Background: an optimization exercise with open tools, aiming at small area. Do not read the settings as production practice. The RTL was checked by simulation tests, not by an equivalence proof against the original design. Power and IR drop assume default switching activity.

File: flow/design.v
`timescale 1ns / 1ps
module dds_core(
    input clk,
    input rst,
    input mode,               
    input[1:0] wave_select,   
    input[11:0] freq_ctl,
    output[7:0] dac,
    output[15:0] theo_freq_bcd,
    output[15:0] freq_ctl_bcd
    );
    localparam [7167:0] QSIN = 7168'hfffffffffffffffffffffffffffffffffffffffffffffffffffffffffffffffffffffffffffffffffffffffffffffffffffffbf7efdfbf7efdfbf7efdfbf7efdfbf7efdfbf7efdfbf7efdfbf7efdfbf7efdfbf7efdfbf7efbf7efdfbf7efdfbf7efdfbf7efdfbf7efdfbf7efdfbf7efdfbf3e7cf9f3e7cf9f3e7cf9f3e7cf9f3e7cf9f3e7cf9efdfbf7efdfbf7efdfbf7efdfbf7efdfbf7ebd7af5ebd7af5ebd7af5ebd7af5ebd7af3e7cf9f3e7cf9f3e7cf9f3e7cf9f3e3c78f1e3c78f1e3c78f1e3c78efdfbf7efdfbf7efdfbf7efdfbf6eddbb76eddbb76eddbb76edd7af5ebd7af5ebd7af5ebd7a74e9d3a74e9d3a74e9d3a73e7cf9f3e7cf9f3e7cf9f2e5cb972e5cb972e5cb8f1e3c78f1e3c78f1e3c3870e1c3870e1c3870dfbf7efdfbf7efdfbf7eeddbb76eddbb76eddb76eddbb76eddbb76ecd9b366cd9b366cd9af5ebd7af5ebd7af56ad5ab56ad5ab56ad3a74e9d3a74e9d3a3468d1a3468d1a33e7cf9f3e7cf9f366cd9b366cd9b365cb972e5cb972e4c993264c993264c78f1e3c78f1e3c58b162c58b162c3870e1c3870e1c183060c183060bf7efdfbf7efdebd7af5ebd7af5dbb76eddbb76edcb972e5cb972ddbb76eddbb76ad5ab56ad5ab566cd9b366cd9b162c58b162c57af5ebd7af5eb56ad5ab56ad56ad5ab56ad5a952a54a952a53a74e9d3a74a952a54a952a3468d1a3468d0a142850a13e7cf9f3e7cf9d3a74e9d3a6cd9b366cd9b3264c993264b972e5cb972e54a952a54a93264c9932644891224488f1e3c78f1e3468d1a3468d162c58b162c48912244890e1c3870e1c2850a14285060c183060c0810204080fdfbf7efdfbe7cf9f3e7af5ebd7af5e3c78f1e3c76eddbb76edd3a74e9d3a72e5cb972e1c3870e1c376eddbb76ed9b366cd9ab56ad5ab568d1a3468d19b366cd9b264c993264c58b162c583060c18305ebd7af5eb972e5cb972d5ab56ad58b162c58b15ab56ad5aa54a952a54a54a952a542850a14274e9d3a74e993264c992a54a952a54891224488d1a3468d122448912242850a142810204080f9f3e7cf9e3c78f1e3c74e9d3a74e1c3870e1b366cd9b3468d1a3468c993264c983060c182e5cb972e58b162c58a952a54a952850a14284c993264c912244891122448912040810203c78f1e3c78e1c3870e1a3468d1a3060c183058b162c58a142850a1224489122040810204070e1c3870c183060c142850a142040810203060c1830408102040408102040000000000;
    localparam [2047:0] AMQ = 2048'h8096aab8bebcb2a18b755f4e43414755687e94a8b5bcbab1a18c77625147454a56687c91a3b0b7b6ae9f8c7966574d4b4f59697b8e9eaab0afa89c8c7b6a5d5553565f6c7b8b98a2a7a6a1978a7d70655f5d5f66707c8791989c9c9790887e756e6a696b6f757d848a8e908f8d89847f7b78767677797c7e818283838281808080;
    localparam [2047:0] AMC = 2048'h55550000055540301555500c0555444300044500000105000c000400cff0115000000000000000000000000000000000000000000000000000000000000000010000055503f0105403fc315500f300010000c00040430f0014000c00455003f1000000000000000000000000000000000000000000000000000000000000000003ff300003fcc30033fcf000ffc300fc3300030f3c03030f00c000000000003000000000000000000000000000000000000000000000000000000000000000000000000000000000000000000000000000000000000000000000000000000000;
    reg [11:0] acc;      
    reg [11:0] aq;       
    reg [7:0]  dds_q;    
    wire [10:0] h = aq[10:0];
    wire [10:0] j = ({1'b0, h[9:0] ^ {10{h[10]}}}) + {10'd0, h[10]};
    wire [6:0]  q = QSIN[j[9:0]*7 +: 7] | {7{j[10]}};
    wire        hz = (h == 11'd0);
    wire       inv = aq[11] & ~(hz & ~wave_select[1]);
    wire [6:0] lo = wave_select[1] ? aq[9:3] : q;
    wire [7:0] st = {wave_select[1] & aq[10], lo} ^ {8{inv}};
    reg [7:0] wave;
    always @(*) begin
        case (wave_select)
            2'd0: wave = {~st[7], st[6:0]};
            2'd1: wave = {8{~aq[11]}};
            2'd2: wave = st;
            default: wave = aq[11:4];
        endcase
    end
    always @(posedge clk) begin
        if (rst)
            acc <= 12'd0;
        else
            acc <= acc + (freq_ctl & {12{mode}});
    end
    always @(posedge clk) begin
        if (rst) begin
            aq <= 12'd0;
            dds_q <= 8'd0;
        end else if (mode) begin
            aq <= acc;
            dds_q <= wave;
        end
    end
    reg [7:0] am_r;
    reg am_d, am_h, am_f;
    wire am_en = ~mode;
    always @(posedge clk) begin
        if (rst) begin
            am_r <= 8'd3;
            am_d <= 1'b1;
            am_h <= 1'b1;
            am_f <= 1'b1;
        end else if (am_en) begin
            if (!am_d) begin
                if (am_r[7]) begin
                    am_r <= 8'd127;
                    am_d <= 1'b1;
                end else
                    am_r <= am_r + 8'd1;
            end else begin
                if (am_r == 8'd1) begin
                    am_r <= 8'd0;
                    am_d <= 1'b0;
                    am_h <= ~am_h;
                    am_f <= 1'b0;
                end else
                    am_r <= am_r - 8'd1;
            end
        end
    end
    wire [7:0] am_b = AMQ[am_r*8 +: 8];
    wire [1:0] am_c = AMC[{am_h, am_d, am_r}*2 +: 2];
    wire [7:0] am_v = (am_b ^ {8{am_h ^ am_d}}) + {{6{am_c[1]}}, am_c};
    wire [7:0] am = am_f ? {~(am_r[1] & am_r[0]), 7'd0} : am_v;
    assign dac = mode ? dds_q : am;
    reg [11:0] fc1, fc2;
    reg rst_q;
    always @(posedge clk) begin
        fc1 <= freq_ctl;
        rst_q <= rst;
        fc2 <= (rst | rst_q) ? 12'd0 : fc1;
    end
    function [15:0] bin2bcd(input [11:0] v);
        integer i;
        reg [27:0] sh;
        begin
            sh = {16'd0, v};
            for (i = 0; i < 12; i = i + 1) begin
                if (sh[15:12] > 4) sh[15:12] = sh[15:12] + 4'd3;
                if (sh[19:16] > 4) sh[19:16] = sh[19:16] + 4'd3;
                if (sh[23:20] > 4) sh[23:20] = sh[23:20] + 4'd3;
                if (sh[27:24] > 4) sh[27:24] = sh[27:24] + 4'd3;
                sh = sh << 1;
            end
            bin2bcd = sh[27:12];
        end
    endfunction
    assign freq_ctl_bcd = bin2bcd(fc2);
    wire [14:0] p1 = {3'b0, fc2} + {1'b0, fc2, 2'b0};
    wire [10:0] r1 = p1[10:0];
    wire [13:0] p2 = {3'b0, r1} + {1'b0, r1, 2'b0};
    wire [9:0]  r2 = p2[9:0];
    wire [12:0] p3 = {3'b0, r2} + {1'b0, r2, 2'b0};
    wire [8:0]  r3 = p3[8:0];
    wire [11:0] p4 = {3'b0, r3} + {1'b0, r3, 2'b0};
    assign theo_freq_bcd = {p1[14:11], p2[13:10], p3[12:9], p4[11:8]};
endmodule
File: flow/flow/run.sh
#!/bin/bash
# Standard synthesis, then the combinational logic between the standard
# synthesis's registers is re-mapped by ABC with an area-oriented script
# (registers, their names and cell types are kept as they are); ABC runs
# with eight random seeds, four at a time, and the smallest netlist is kept;
# a second round re-maps that netlist with four more seeds.
# Then the standard ORFS layout from floorplan to finish.
set -euo pipefail
R=$PWD/orfs/results/sky130hd/dds_core/base
bash standard.sh synth > synth.log 2>&1
cp $R/1_2_yosys.v $R/1_2_yosys_std.v
LIB=$FLOW_HOME/platforms/sky130hd/lib/sky130_fd_sc_hd__tt_025C_1v80.lib
DU="$(sed -n "/DONT_USE_CELLS +=/,/^#/p" $FLOW_HOME/platforms/sky130hd/config.mk | grep -o "sky130_fd_sc_hd__[a-z0-9_]*" | sed "s/^/-dont_use /" | tr "\n" " ") -dont_use sky130_fd_sc_hd__fa* -dont_use sky130_fd_sc_hd__ha*"
run_seed() {
  S=$1; IN=$2
  sed "s/@SEED@/$S/" flow/resyn.abc > resyn_$S.abc
  cat > resyn_$S.ys <<EOF
read_liberty -ignore_miss_func $LIB
read_verilog $IN
hierarchy -top $FLOW_TOP
setattr -mod -set keep_hierarchy 1 sky130_fd_sc_hd__*df*
flatten
hierarchy -top $FLOW_TOP
blackbox sky130_fd_sc_hd__*df*
delete t:\$scopeinfo
opt_clean -purge
abc -liberty $LIB $DU -script $PWD/resyn_$S.abc
opt_clean -purge
read_liberty -lib -ignore_miss_func $LIB
hilomap -singleton -hicell sky130_fd_sc_hd__conb_1 HI -locell sky130_fd_sc_hd__conb_1 LO
insbuf -buf sky130_fd_sc_hd__buf_4 A X
splitnets
opt_clean -purge
check -assert
tee -o resyn_stat_$S.log stat -liberty $LIB
write_verilog -noattr -nohex -nodec -noexpr $PWD/resyn_out_$S.v
EOF
  yosys -s resyn_$S.ys > resyn_$S.log 2>&1 || true
}
pick() {
  best=""; bestA=""
  for S in "$@"; do
    A=$(grep -i "chip area for module" resyn_stat_$S.log 2>/dev/null | awk '{print $NF}')
    [ -n "$A" ] || continue
    echo "seed $S area $A" >> resyn_pick.log
    if [ -z "$best" ] || awk "BEGIN{exit !($A < $bestA)}"; then best=$S; bestA=$A; fi
  done
  echo "picked seed $best area $bestA" >> resyn_pick.log
}
# round 1: from the standard synthesis netlist
for S in 0 1 2 3; do run_seed $S $R/1_2_yosys_std.v & done
wait
for S in 4 5 6 7; do run_seed $S $R/1_2_yosys_std.v & done
wait
pick 0 1 2 3 4 5 6 7
cp resyn_out_$best.v resyn_round1.v
# round 2: from the best round-1 netlist; keep it if nothing is smaller
for S in 10 11 12 13; do run_seed $S $PWD/resyn_round1.v & done
wait
pick $best 10 11 12 13
cp resyn_out_$best.v $R/1_2_yosys.v
rm -f $R/1_synth.odb $R/1_synth.sdc
export BUFFER_PORTS_ARGS="-buffer_cell sky130_fd_sc_hd__buf_1"
export CTS_ARGS="-sink_clustering_enable -repair_clock_nets -dont_use_dummy_load -sink_clustering_size 50 -sink_clustering_max_diameter 300 -buf_list sky130_fd_sc_hd__clkbuf_8"
bash standard.sh > layout.log 2>&1
File: flow/flow/resyn.abc
strash
&get -n
&deepsyn -T 20 -S @SEED@
&put
strash
dch -f
amap -A 20 -F 4
File: flow/standard.sh
#!/bin/bash
# synth_recipe.tcl (not shown) runs the flow's synth.tcl, then flattens the netlist and writes it again
# the make line also repeats each setting of config.mk as NAME=value (left out here)
make -C /OpenROAD-flow-scripts/flow DESIGN_CONFIG=/design/flow/config.mk WORK_HOME=/design/flow/orfs CLKGATE_MAP_FILE= SYNTH_SCRIPT=/design/flow/synth_recipe.tcl "${@:-finish}"
File: flow/config.mk
export PLATFORM = sky130hd
export DESIGN_NAME = dds_core
export DESIGN_NICKNAME = dds_core
export VERILOG_FILES = /design/flow/design.v
export SDC_FILE = /design/flow/constraint.sdc
export NUM_CORES = 4
export LEC_CHECK = 0
export ABC_AREA = 1
export CAP_MARGIN = 20
export CORE_MARGIN = 2
export CORE_UTILIZATION = 45
export CTS_BUF_LIST = sky130_fd_sc_hd__clkbuf_8
export CTS_CLUSTER_DIAMETER = 300
export CTS_CLUSTER_SIZE = 50
export GPL_TIMING_DRIVEN = 0
export SLEW_MARGIN = 20
export SYNTH_MEMORY_MAX_BITS = 65536
File: flow/constraint.sdc
create_clock -name core_clock -period 15.0 [get_ports {clk}]
set_input_delay 3.0000 -clock core_clock [delete_from_list [all_inputs] [get_ports {clk}]]
set_output_delay 3.0000 -clock core_clock [all_outputs]
set_load 0.01 [all_outputs]
==> flow_summary.json, run 1 <==
{
  "run_status": "finished clean",
  "slowest_delay_ns": 0.50,
  "final.setup_skew_ns": 0.0275,
  "drt-initial-drc-count": 1036,
  "power_per_cell_area_nw_per_um2": 107,
  "layout.filler_cells": 1657,
  "first_global_vias": 8005,
  "min-delay-path-class": "reg2reg",
  "drive_above_1_share_pct": 1.16,
  "critical_path_required_ns": 12.00,
  "clock_tree.buffer_depth": 2,
  "count_of_buffer_and_inverter_cells_on_the_critical_path": 7,
  "synth-warning-count": 1,
  "setup.worst_path.end_class": "primary output",
  "final_antenna_net_count": 0,
  "start_util_pct": 46.4,
  "grt_first_pass_wirelength_mm": 41.3,
  "crit_path_frequent_cell": "nor2_1",
  "critical_path_startpoint_category": "register",
  "detail_route.vias_per_cell": 6.16,
  "worst_slew_pin_slew_ns": 1.06,
  "cts_tree": "done",
  "largest_net_degree_at_the_start_of_global_routing": 35,
  "antenna_found_initial": 0,
  "worstSetupPathType": "reg2out",
  "pin_count": 57,
  "path_max_fanout": 9,
  "net_count_synth": 1250,
  "detailedRoute.firstPassIterationCount": 7,
  "grt_setup_unrepaired": "no",
  "finalWorstSetupSlack_ns": 4.68,
  "syn-mean-instance-area_um2": 5.74,
  "floorplan.core_area_um2": 15300,
  "final.hold.worst_slack_ns": 0.404,
  "grt-ovfl-total": 0,
  "slew_headroom_pct": 29.3,
  "finalSetupViolations": 0,
  "netSwitchingFraction_pct": 50.4,
  "critical-path-top-delay-family": "compound AO/OA/AOI/OAI gates",
  "cts_resized": 0,
  "cts.root.buffer_cell": "clkbuf_8",
  "post-layout-total-power_mw": 0.822,
  "gp_congestion": 1.05,
  "routed_wl_mm": 26.6,
  "clock-sinks": 68,
  "floorplan.rows": 45,
  "pre_cts_ws_ns": 5.15,
  "total_leakage_power_nw": 2.77,
  "buffer_ports.inserted": 55,
  "die_area_um2": 16700,
  "power_frac_clock_pct": 13.8,
  "fmax_mhz": 96.9,
  "drv_slew": 0,
  "post-place-cells": 1500,
  "place_hpwl_mm": 20.8,
  "worstPathArrival_ns": 7.32,
  "antenna_cells_inserted": 0,
  "sequentialPowerShare_pct": 25.1,
  "area_growth_syn_to_layout_pct": 8.70,
  "power.internal_mw": 0.408,
  "cp_slowest_cell": "dfxtp_1",
  "share_of_total_power_in_combinational_logic_pct": 61.0,
  "cts.hold.buffers_added": 0,
  "final-instance-count-excl-fill": 1509,
  "power_switching_mw": 0.414,
  "postSynthCellCount": 1233,
  "max-vdd-ir-drop_v": 0.0000733,
  "postCtsSetupBuffers": 0,
  "final_hold_viol_count": 0,
  "ctsHtreeMaxLevel": 3,
  "vias": 9292,
  "post-route-min-period_ns": 10.32,
  "clkTransAtPathRegs_ns": 0.09,
  "routedWlPerCell_um": 17.7,
  "floorplan.die.height_um": 129,
  "die_w_um": 129,
  "numCtsBuffers": 9,
  "drc_errors": 0,
  "finalSetupTns_ns": 0,
  "final_net_count": 1317,
  "cap_viol_max_count": 0,
  "period_share_pct": 68.8,
  "clk-insertion-delay-late_ns": 0.35,
  "grt.total_usage_pct": 31.1,
  "netlist_area_um2": 7070
}
## worst paths after layout
path,start,to,slack [ns],cells past startpoint
setup / recovery,fc2[11],freq_ctl_bcd[2],4.68,37
hold / removal,fc1[1],fc2[1],0.40,1
setup reg to reg,aq[0],dds_q[4],8.58,23
hold reg to reg,fc1[1],fc2[1],0.40,1
## power groups by stage
| stage | Sequential, mW | Clock [mW] | Combinational (mW) |
|---|---|---|---|
| global route | 0.208 | 0.122 | 0.561 |
| global placement | 0.210 | 0 | 0.492 |
| detailed placement | 0.210 | 0 | 0.491 |
| CTS | 0.206 | 0.116 | 0.493 |
| finish | 0.207 | 0.114 | 0.502 |
| floorplan | 0.205 | 0 | 0.362 |
## per-stage QoR
stage / utilization, % / cell area [um^2]
floorplan: - / 7070
global placement: 49.4 / 7540
detailed placement: 49.6 / 7570
CTS: 50.4 / 7690
global route: 50.4 / 7690
finish: 50.4 / 7690
## cell usage in the layout (no fill, tap or decap), types with 18 or more instances in the layout
cell type,count
a21o_1,18
nor3_1,31
o22ai_1,64
a31oi_1,28
nand2_1,103
o21ai_0,157
a21oi_1,114
dfxtp_1,68
nor2_1,310
buf_1,54
clkinv_1,170
## final cells by class
type	count	area, um^2	area share [%]
plain buffers	2	15.0	0.195
clock buffers	9	124	1.61
inverters	170	638	8.30
multi-input cells	993	5070	65.9
flip-flops and latches	68	1360	17.7
well taps	211	264	3.43
repair buffers	56	219	2.85
## metal layers
metal | part of all wire [%] | GRT usage, % | vias up | wire (um)
met5 | 0 | 0 | - | 0
met4 | 4.6 | 14.9 | 0 | 1220
met3 | 9.4 | 5.53 | 120 | 2510
met2 | 45 | 50.4 | 512 | 11900
met1 | 41 | 40.0 | 4097 | 11000
li1 | - | - | 4563 | -
## flip-flops by register name, indices dropped and copies added, names as in the netlist
signal and flops:
acc 12, am_d 1, am_f 1, am_h 1, am_r 8, aq 12, dds_q 8, fc1 12
fc2 12, rst_q 1
==> inputs of run 2 (changes only) <==
--- a/flow/design.v
+++ b/flow/design.v
@@ -47,14 +47,14 @@
         end
     end
     reg [7:0] am_r;
-    reg am_d, am_h, am_f;
+    reg am_d, am_h;
     wire am_en = ~mode;
+    wire am_f = am_d & am_r[7];
     always @(posedge clk) begin
         if (rst) begin
-            am_r <= 8'd3;
+            am_r <= 8'd131;
             am_d <= 1'b1;
             am_h <= 1'b1;
-            am_f <= 1'b1;
         end else if (am_en) begin
             if (!am_d) begin
                 if (am_r[7]) begin
@@ -63,11 +63,10 @@
                 end else
                     am_r <= am_r + 8'd1;
             end else begin
-                if (am_r == 8'd1) begin
+                if (am_r[6:0] == 7'd1) begin
                     am_r <= 8'd0;
                     am_d <= 1'b0;
                     am_h <= ~am_h;
-                    am_f <= 1'b0;
                 end else
                     am_r <= am_r - 8'd1;
             end
--- a/flow/flow/run.sh
+++ b/flow/flow/run.sh
@@ -28,7 +28,7 @@
 opt_clean -purge
 read_liberty -lib -ignore_miss_func $LIB
 hilomap -singleton -hicell sky130_fd_sc_hd__conb_1 HI -locell sky130_fd_sc_hd__conb_1 LO
-insbuf -buf sky130_fd_sc_hd__buf_4 A X
+insbuf -buf sky130_fd_sc_hd__buf_1 A X
 splitnets
 opt_clean -purge
 check -assert
==> flow_summary.json, run 2 <==
{
  "run_status": "finished clean",
  "gp_congestion": 1.01,
  "period_share_pct": 66.1,
  "finalSetupTns_ns": 0,
  "final_net_count": 1293,
  "grt_first_pass_wirelength_mm": 41.1,
  "start_util_pct": 46.0,
  "critical_path_required_ns": 12.00,
  "area_growth_syn_to_layout_pct": 8.80,
  "crit_path_frequent_cell": "nand2_1",
  "cts_resized": 0,
  "synth-warning-count": 1,
  "max-vdd-ir-drop_v": 0.0000550,
  "setup.worst_path.end_class": "primary output",
  "grt.total_usage_pct": 31.0,
  "cap_viol_max_count": 0,
  "cp_slowest_cell": "dfxtp_1",
  "vias": 9232,
  "total_leakage_power_nw": 2.70,
  "syn-mean-instance-area_um2": 5.77,
  "routedWlPerCell_um": 18.2,
  "slew_headroom_pct": 32.7,
  "pin_count": 57,
  "die_area_um2": 16500,
  "cts.root.buffer_cell": "clkbuf_8",
  "final_antenna_net_count": 0,
  "netlist_area_um2": 6970,
  "numCtsBuffers": 9,
  "design_area_um2": 7580,
  "routed_wl_mm": 26.6,
  "cts_tree": "done",
  "path_max_fanout": 9,
  "worstSetupPathType": "reg2out",
  "final.setup_skew_ns": 0.0370,
  "ctsHtreeMaxLevel": 3,
  "largest_net_degree_at_the_start_of_global_routing": 34,
  "post-layout-total-power_mw": 0.811,
  "antenna_cells_inserted": 0,
  "postCtsSetupBuffers": 0,
  "postSynthCellCount": 1208,
  "clock_tree.buffer_depth": 2,
  "first_global_vias": 7982,
  "slowest_delay_ns": 0.48,
  "detail_route.vias_per_cell": 6.31,
  "die_w_um": 128,
  "fmax_mhz": 101,
  "antenna_found_initial": 1,
  "grt-ovfl-total": 0,
  "floorplan.die.height_um": 128,
  "worst_slew_pin_slew_ns": 1.01,
  "min-delay-path-class": "reg2reg",
  "floorplan.core_area_um2": 15100,
  "worstPathArrival_ns": 6.92,
  "placed_cell_area_um2": 7450,
  "finalSetupViolations": 0,
  "commonest_non_fill_non_tap_cells_in_the_layout": "nor2_1, clkinv_1, a21oi_1",
  "floorplan.rows": 45,
  "drive_above_1_share_pct": 1.26,
  "critical_path_startpoint_category": "register",
  "final.hold.worst_slack_ns": 0.399,
  "grt_setup_unrepaired": "no",
  "drt-initial-drc-count": 1001,
  "clkTransAtPathRegs_ns": 0.09,
  "drc_errors": 0,
  "clock-sinks": 67,
  "cts.hold.buffers_added": 0,
  "place_hpwl_mm": 20.6,
  "buffer_ports.inserted": 55,
  "net_count_synth": 1225,
  "detailedRoute.firstPassIterationCount": 6,
  "post-route-min-period_ns": 9.92,
  "clk-insertion-delay-late_ns": 0.35,
  "drv_slew": 0,
  "power_per_cell_area_nw_per_um2": 107,
  "leading_cell_type_in_the_layout_fill_and_taps_excluded": "nor2_1",
  "final_hold_viol_count": 0
}
run 2: stage by stage:
step | utilization (%) | std cells | setup WS [ns]
2_1_floorplan | - | 1208 | 6.40
3_3_place_gp | 48.9 | 1451 | 5.72
3_5_place_dp | 49.2 | 1453 | 5.49
4_1_cts | 50.0 | 1462 | 5.11
5_1_grt | 50.1 | 1462 | 4.31
6_report | 50.1 | 1462 | 5.08
run 2: worst paths after layout:
| path | cells after the start | slack [ns] | to | from |
|---|---|---|---|---|
| setup / recovery | 38 | 5.08 | freq_ctl_bcd[6] | fc2[10] |
| hold / removal | 1 | 0.40 | fc2[3] | fc1[3] |
| hold reg to reg | 1 | 0.40 | fc2[3] | fc1[3] |
| setup reg to reg | 21 | 8.75 | dds_q[1] | aq[0] |
run 2: metal layers:
layer	routed length [um]	vias up	GRT usage, %
met5	11	-	0
met4	984	2	12.6
met3	2640	86	5.99
met2	11500	529	48.7
met1	11400	4120	41.9
li1	-	4495	-
run 2: critical path, delay by kind of cell (launching register included):
kind,cells,cell delay [ns]
flops,1,0.48
buf+inv,9,1.28
simple gates,16,1.80
compound gates,13,3.07
run 2: final cells by class:
type | instances | area (um^2)
multi-input combinational | 979 | 5040
sequential | 67 | 1340
inverter | 160 | 601
timing repair buffer | 57 | 230
buffer | 2 | 7.51
fill | 1672 | 7560
clock buffer | 9 | 124
tap | 188 | 235
run 2: report_power, final:
group / leakage [nW] / internal (mW) / switching (mW) / total [mW]
clock: 0.0647 / 0.0534 / 0.0598 / 0.113
sequential: 0.555 / 0.191 / 0.0175 / 0.208
combinational: 2.08 / 0.159 / 0.330 / 0.489
==> inputs of run 3 (changes only) <==
--- a/flow/flow/run.sh
+++ b/flow/flow/run.sh
@@ -2,8 +2,8 @@
 # Standard synthesis, then the combinational logic between the standard
 # synthesis's registers is re-mapped by ABC with an area-oriented script
 # (registers, their names and cell types are kept as they are); ABC runs
-# with eight random seeds, four at a time, and the smallest netlist is kept;
-# a second round re-maps that netlist with four more seeds.
+# with sixteen random seeds, four at a time, and the smallest netlist is kept;
+# a second round re-maps that netlist with eight more seeds.
 # Then the standard ORFS layout from floorplan to finish.
 set -euo pipefail
 R=$PWD/orfs/results/sky130hd/dds_core/base
@@ -47,17 +47,23 @@
   done
   echo "picked seed $best area $bestA" >> resyn_pick.log
 }
-# round 1: from the standard synthesis netlist
+# round 1: from the standard synthesis netlist, sixteen seeds
 for S in 0 1 2 3; do run_seed $S $R/1_2_yosys_std.v & done
 wait
 for S in 4 5 6 7; do run_seed $S $R/1_2_yosys_std.v & done
 wait
-pick 0 1 2 3 4 5 6 7
+for S in 8 9 20 21; do run_seed $S $R/1_2_yosys_std.v & done
+wait
+for S in 22 23 24 25; do run_seed $S $R/1_2_yosys_std.v & done
+wait
+pick 0 1 2 3 4 5 6 7 8 9 20 21 22 23 24 25
 cp resyn_out_$best.v resyn_round1.v
-# round 2: from the best round-1 netlist; keep it if nothing is smaller
+# round 2: from the best round-1 netlist, eight seeds; keep it if nothing is smaller
 for S in 10 11 12 13; do run_seed $S $PWD/resyn_round1.v & done
 wait
-pick $best 10 11 12 13
+for S in 14 15 16 17; do run_seed $S $PWD/resyn_round1.v & done
+wait
+pick $best 10 11 12 13 14 15 16 17
 cp resyn_out_$best.v $R/1_2_yosys.v
 rm -f $R/1_synth.odb $R/1_synth.sdc
 export BUFFER_PORTS_ARGS="-buffer_cell sky130_fd_sc_hd__buf_1"
==> flow_summary.json, run 3 <==
{
  "postCtsSetupBuffers": 0,
  "worst_slew_pin_slew_ns": 1.01,
  "clk-insertion-delay-late_ns": 0.35,
  "clock-sinks": 67,
  "cts.hold.buffers_added": 0,
  "final_net_count": 1293,
  "post-route-min-period_ns": 9.92,
  "drc_errors": 0,
  "logic_depth_of_the_worst_setup_path_including_buffers": 38,
  "maxUsedRoutingLayer": "met5",
  "vias": 9232,
  "worst_r2r_path_depth": 21,
  "detail_route.vias_per_cell": 6.31,
  "count_of_buffer_and_inverter_cells_on_the_critical_path": 9,
  "floorplan.core_area_um2": 15100,
  "die_area_um2": 16500,
  "worst_r2r_startpoint": "aq[0]",
  "grt-ovfl-total": 0,
  "gp_congestion": 1.01,
  "drive_above_1_share_pct": 1.26,
  "area_growth_syn_to_layout_pct": 8.80,
  "hold-path-cell-count": 1,
  "leading_cell_type_in_the_layout_fill_and_taps_excluded": "nor2_1",
  "finalSetupTns_ns": 0,
  "clkTransAtPathRegs_ns": 0.09,
  "pin_count": 57,
  "power_per_cell_area_nw_per_um2": 107,
  "post-place-cells": 1453,
  "floorplan.die.height_um": 128,
  "critical_path_startpoint_category": "register",
  "buffer_ports.inserted": 55,
  "grt_first_pass_wirelength_mm": 41.1,
  "min-delay-path-class": "reg2reg",
  "grt.total_usage_pct": 31.0,
  "critical-path-top-delay-family": "compound AO/OA/AOI/OAI gates",
  "final.setup_skew_ns": 0.0370,
  "worstSetupPathType": "reg2out",
  "wire_length_the_detailed_router_placed_on_met1_mm": 11.4,
  "commonest_non_fill_non_tap_cells_in_the_layout": "nor2_1, clkinv_1, a21oi_1",
  "start_util_pct": 46.0,
  "die_w_um": 128,
  "run_status": "finished clean",
  "hp-start": "fc1[3]",
  "final_antenna_net_count": 0,
  "drv_slew": 0,
  "largest_net_degree_at_the_start_of_global_routing": 34,
  "grt_setup_unrepaired": "no",
  "routedWlPerCell_um": 18.2,
  "cap_viol_max_count": 0,
  "routed_wl_mm": 26.6,
  "clock_tree.buffer_depth": 2,
  "setup.worst_path.end_class": "primary output",
  "worstPathArrival_ns": 6.92,
  "ctsHtreeMaxLevel": 3,
  "netlist_area_um2": 6970,
  "crit_path_frequent_cell": "nand2_1",
  "fmax_mhz": 101,
  "max-vdd-ir-drop_v": 0.0000550,
  "cts_resized": 0,
  "slowest_delay_ns": 0.48,
  "syn-mean-instance-area_um2": 5.77,
  "cp_slowest_cell": "dfxtp_1",
  "timing.critical_path.from": "fc2[10]",
  "finalWorstSetupSlack_ns": 5.08,
  "place_hpwl_mm": 20.6,
  "critical_path_required_ns": 12.00,
  "numCtsBuffers": 9,
  "final_hold_viol_count": 0,
  "final-instance-count-excl-fill": 1462,
  "first_global_vias": 7982,
  "antenna_found_initial": 1,
  "synth-warning-count": 1,
  "met3_length_mm": 2.64,
  "total_leakage_power_nw": 2.70,
  "slew_headroom_pct": 32.7,
  "net_count_synth": 1225,
  "path_max_fanout": 9,
  "finalSetupViolations": 0,
  "layout.core_utilization_pct": 50.1,
  "detailedRoute.firstPassIterationCount": 6,
  "pre_cts_ws_ns": 5.49,
  "floorplan.rows": 45,
  "cts.root.buffer_cell": "clkbuf_8",
  "antenna_cells_inserted": 0,
  "period_share_pct": 66.1,
  "cts_tree": "done",
  "routed-wl-met2_mm": 11.5,
  "postSynthCellCount": 1208,
  "drt-initial-drc-count": 1001,
  "post-layout-total-power_mw": 0.811
}
-- run 3: stage by stage --
step / area (um^2) / hold slack (ns)
floorplan: 6970 / 0.414
global placement: 7410 / 0.415
detailed placement: 7450 / 0.420
CTS: 7570 / 0.401
global route: 7580 / 0.426
finish: 7580 / 0.399
-- run 3: per-layer routing --
metal  global-route usage (%)  up-vias
met5                        0        -
li1                         -     4495
met1                     41.9     4120
met2                     48.7      529
met3                     5.99       86
met4                     12.6        2
-- run 3: layout make-up --
class | instances | area (um^2)
Timing Repair Buffer | 57 | 230
Fill cell | 1672 | 7560
Inverter | 160 | 601
Tap cell | 188 | 235
Buffer | 2 | 7.51
Sequential cell | 67 | 1340
Multi-Input combinational cell | 979 | 5040
Clock buffer | 9 | 124
-- run 3: report_power, final --
part           internal [mW]  total [mW]  switching (mW)
registers              0.191       0.208          0.0175
logic                  0.159       0.489           0.330
clock network         0.0534       0.113          0.0598
total                  0.403       0.811           0.407
-- run 3: final timing paths --
kind                      to  slack [ns]
min                   fc2[3]        0.40
min reg2reg           fc2[3]        0.40
max reg2reg         dds_q[1]        8.75
max          freq_ctl_bcd[6]        5.08
==> inputs of run 4 (changes only) <==
--- a/flow/design.v
+++ b/flow/design.v
@@ -84,16 +84,26 @@
         rst_q <= rst;
         fc2 <= (rst | rst_q) ? 12'd0 : fc1;
     end
+    function [3:0] add3(input [3:0] d);
+        case (d)
+            4'd5: add3 = 4'd8;
+            4'd6: add3 = 4'd9;
+            4'd7: add3 = 4'd10;
+            4'd8: add3 = 4'd11;
+            4'd9: add3 = 4'd12;
+            default: add3 = d;
+        endcase
+    endfunction
     function [15:0] bin2bcd(input [11:0] v);
         integer i;
         reg [27:0] sh;
         begin
             sh = {16'd0, v};
             for (i = 0; i < 12; i = i + 1) begin
-                if (sh[15:12] > 4) sh[15:12] = sh[15:12] + 4'd3;
-                if (sh[19:16] > 4) sh[19:16] = sh[19:16] + 4'd3;
-                if (sh[23:20] > 4) sh[23:20] = sh[23:20] + 4'd3;
-                if (sh[27:24] > 4) sh[27:24] = sh[27:24] + 4'd3;
+                sh[15:12] = add3(sh[15:12]);
+                sh[19:16] = add3(sh[19:16]);
+                sh[23:20] = add3(sh[23:20]);
+                sh[27:24] = add3(sh[27:24]);
                 sh = sh << 1;
             end
             bin2bcd = sh[27:12];
==> flow_summary.json, run 4 <==
{
  "run_status": "finished clean",
  "die_area_um2": 16600,
  "buffer_ports.inserted": 55,
  "worst_r2r_startpoint": "aq[0]",
  "place_hpwl_mm": 19.9,
  "commonest_non_fill_non_tap_cells_in_the_layout": "nor2_1, clkinv_1, o21ai_0",
  "critical_path_startpoint_category": "register",
  "power.internal_mw": 0.387,
  "timing.reg2reg.setup_slack_ns": 8.00,
  "finalWorstSetupSlack_ns": 4.24,
  "cap_viol_max_count": 0,
  "hold_path_end": "fc2[2]",
  "clock_tree.buffer_depth": 2,
  "syn-mean-instance-area_um2": 5.80,
  "cts.root.buffer_cell": "clkbuf_8",
  "drive_above_1_share_pct": 1.02,
  "path_max_fanout": 7,
  "worstSetupPathType": "reg2out",
  "power_frac_clock_pct": 15.1,
  "postSynthCellCount": 1206,
  "period_share_pct": 71.7,
  "largest_net_degree_at_the_start_of_global_routing": 32,
  "final.setup_skew_ns": 0.0263,
  "drt-initial-drc-count": 1057,
  "cts_resized": 0,
  "floorplan.core_area_um2": 15200,
  "post-route-min-period_ns": 10.76,
  "reg2reg_to": "dds_q[0]",
  "routedWlPerCell_um": 17.7,
  "power_per_cell_area_nw_per_um2": 99.3,
  "final.hold.worst_slack_ns": 0.427,
  "crit_path_frequent_cell": "nor2_1",
  "leading_cell_type_in_the_layout_fill_and_taps_excluded": "nor2_1",
  "grt_setup_unrepaired": "no",
  "grt-ovfl-total": 0,
  "final_hold_viol_count": 0,
  "clock-sinks": 67,
  "grt.total_usage_pct": 30.3,
  "first_global_vias": 7905,
  "max-vdd-ir-drop_v": 0.0000533,
  "postCtsSetupBuffers": 0,
  "pre_cts_ws_ns": 4.65,
  "post-layout-total-power_mw": 0.753,
  "logic_depth_of_the_worst_setup_path_including_buffers": 38,
  "worst_slew_pin_slew_ns": 1.16,
  "gp_congestion": 1.04,
  "routed_wl_mm": 25.8,
  "slew_headroom_pct": 22.6,
  "area_growth_syn_to_layout_pct": 8.50,
  "cp_slowest_cell": "o21ai_0",
  "layout.core_utilization_pct": 49.9,
  "start_util_pct": 46.0,
  "total_leakage_power_nw": 2.66,
  "net_count_synth": 1223,
  "count_of_buffer_and_inverter_cells_on_the_critical_path": 6,
  "clk-insertion-delay-late_ns": 0.35,
  "netlist_area_um2": 6990,
  "pin_count": 57,
  "power_switching_mw": 0.366,
  "floorplan.rows": 45,
  "detailedRoute.firstPassIterationCount": 5,
  "vias": 9039,
  "setup.worst_path.end_class": "primary output",
  "critical_path_required_ns": 12.00,
  "die_w_um": 129,
  "hold-path-cell-count": 1,
  "sequentialPowerShare_pct": 26.9,
  "slowest_delay_ns": 0.53,
  "worst_r2r_path_depth": 25,
  "ctsHtreeMaxLevel": 3,
  "antenna_found_initial": 0,
  "clkTransAtPathRegs_ns": 0.08,
  "antenna_cells_inserted": 0,
  "hp-start": "fc1[2]",
  "synth-warning-count": 1,
  "netSwitchingFraction_pct": 48.6,
  "worstPathArrival_ns": 7.76,
  "drc_errors": 0,
  "floorplan.die.height_um": 129,
  "finalSetupViolations": 0,
  "fmax_mhz": 92.9,
  "share_of_total_power_in_combinational_logic_pct": 58.0,
  "grt_first_pass_wirelength_mm": 40.3,
  "final_antenna_net_count": 0,
  "critical-path-top-delay-family": "compound AO/OA/AOI/OAI gates",
  "cts.hold.buffers_added": 0,
  "drv_slew": 0,
  "min-delay-path-class": "reg2reg",
  "finalSetupTns_ns": 0,
  "cts_tree": "done",
  "final_net_count": 1290,
  "numCtsBuffers": 9,
  "detail_route.vias_per_cell": 6.20
}
==> run 4: worst max-delay path by stage <==
stage                      start              end  slack, ns
after floorplan           fc2[9]  freq_ctl_bcd[5]       5.68
after global placement    fc2[9]  freq_ctl_bcd[5]       4.81
after detailed placement  fc2[9]  freq_ctl_bcd[5]       4.65
after CTS                 fc2[9]  freq_ctl_bcd[5]       4.29
after global routing      fc2[9]  freq_ctl_bcd[5]       3.09
final                     fc2[9]  freq_ctl_bcd[5]       4.24
==> run 4: worst register-to-register path, delay by kind of cell (launching register included) <==
kind / cells / cell delay [ns]
AOI/OAI and AO/OA: 8 / 2.10
DFF: 1 / 0.35
buffers and inverters: 4 / 1.68
and+or+nand+nor: 13 / 2.74
==> run 4: final cells by class <==
class / instances / area [um^2]
Buffer: 2 / 7.51
Clock buffer: 9 / 124
Fill cell: 1659 / 7610
Inverter: 165 / 619
Multi-Input combinational cell: 972 / 5050
Sequential cell: 67 / 1340
Tap cell: 188 / 235
Timing Repair Buffer: 56 / 215
==> run 4: metrics by stage <==
step	instances	cell area, um^2
after floorplan	1206	6990
after global placement	1449	7440
after detailed placement	1450	7460
after CTS	1459	7590
after global routing	1459	7590
final	1459	7590
==> run 4: power by group through the flow <==
stage	clock, mW	sequential (mW)	combinational [mW]
after CTS	0.116	0.202	0.429
after global routing	0.123	0.204	0.489
after detailed placement	0	0.206	0.427
after floorplan	0	0.201	0.318
final	0.114	0.203	0.437
after global placement	0	0.206	0.427
==> run 4: routing by layer <==
| metal | vias to the layer above | GRT usage (%) | wire length [um] |
|---|---|---|---|
| met1 | 4021 | 41.5 | 11600 |
| li1 | 4503 | - | - |
| met3 | 69 | 7.36 | 2450 |
| met2 | 446 | 46.4 | 11000 |
| met5 | - | 0 | 0 |
| met4 | 0 | 10.7 | 748 |

[what the ideal ports hide]
How much do the figures lean on ideal ports? The routed layouts below were timed once more, with nothing changed but the port constraints. Step 1 sets driving cells, clkbuf_16 on the clock port and buf_2 on the other inputs (assumed; they add their load-dependent delay and slew). Step 2, shift: input delay + t, output delay - t, t = (earliest + latest rising clock arrival at the registers) / 2. This alone moves slack from input paths to output paths. Three values: no drivers, after step 1, after step 2; two values: the first two.
run | t (ns) | setup WS [ns] | worst setup path after step 2 | clock arrival spread, ns | worst slew at a driven data input, ns
run 1 | 0.370 | 4.677 / 4.639 / 5.009 | register to output | 0.036 / 0.036 | 0.07
run 2 | 0.369 | 5.078 / 5.043 / 5.412 | register to output | 0.037 / 0.038 | 0.03
run 3 | 0.369 | 5.078 / 5.043 / 5.412 | register to output | 0.037 / 0.038 | 0.03
run 4 | 0.371 | 4.240 / 4.206 / 4.577 | register to output | 0.026 / 0.027 | 0.07
After both steps every run listed still meets setup and hold.
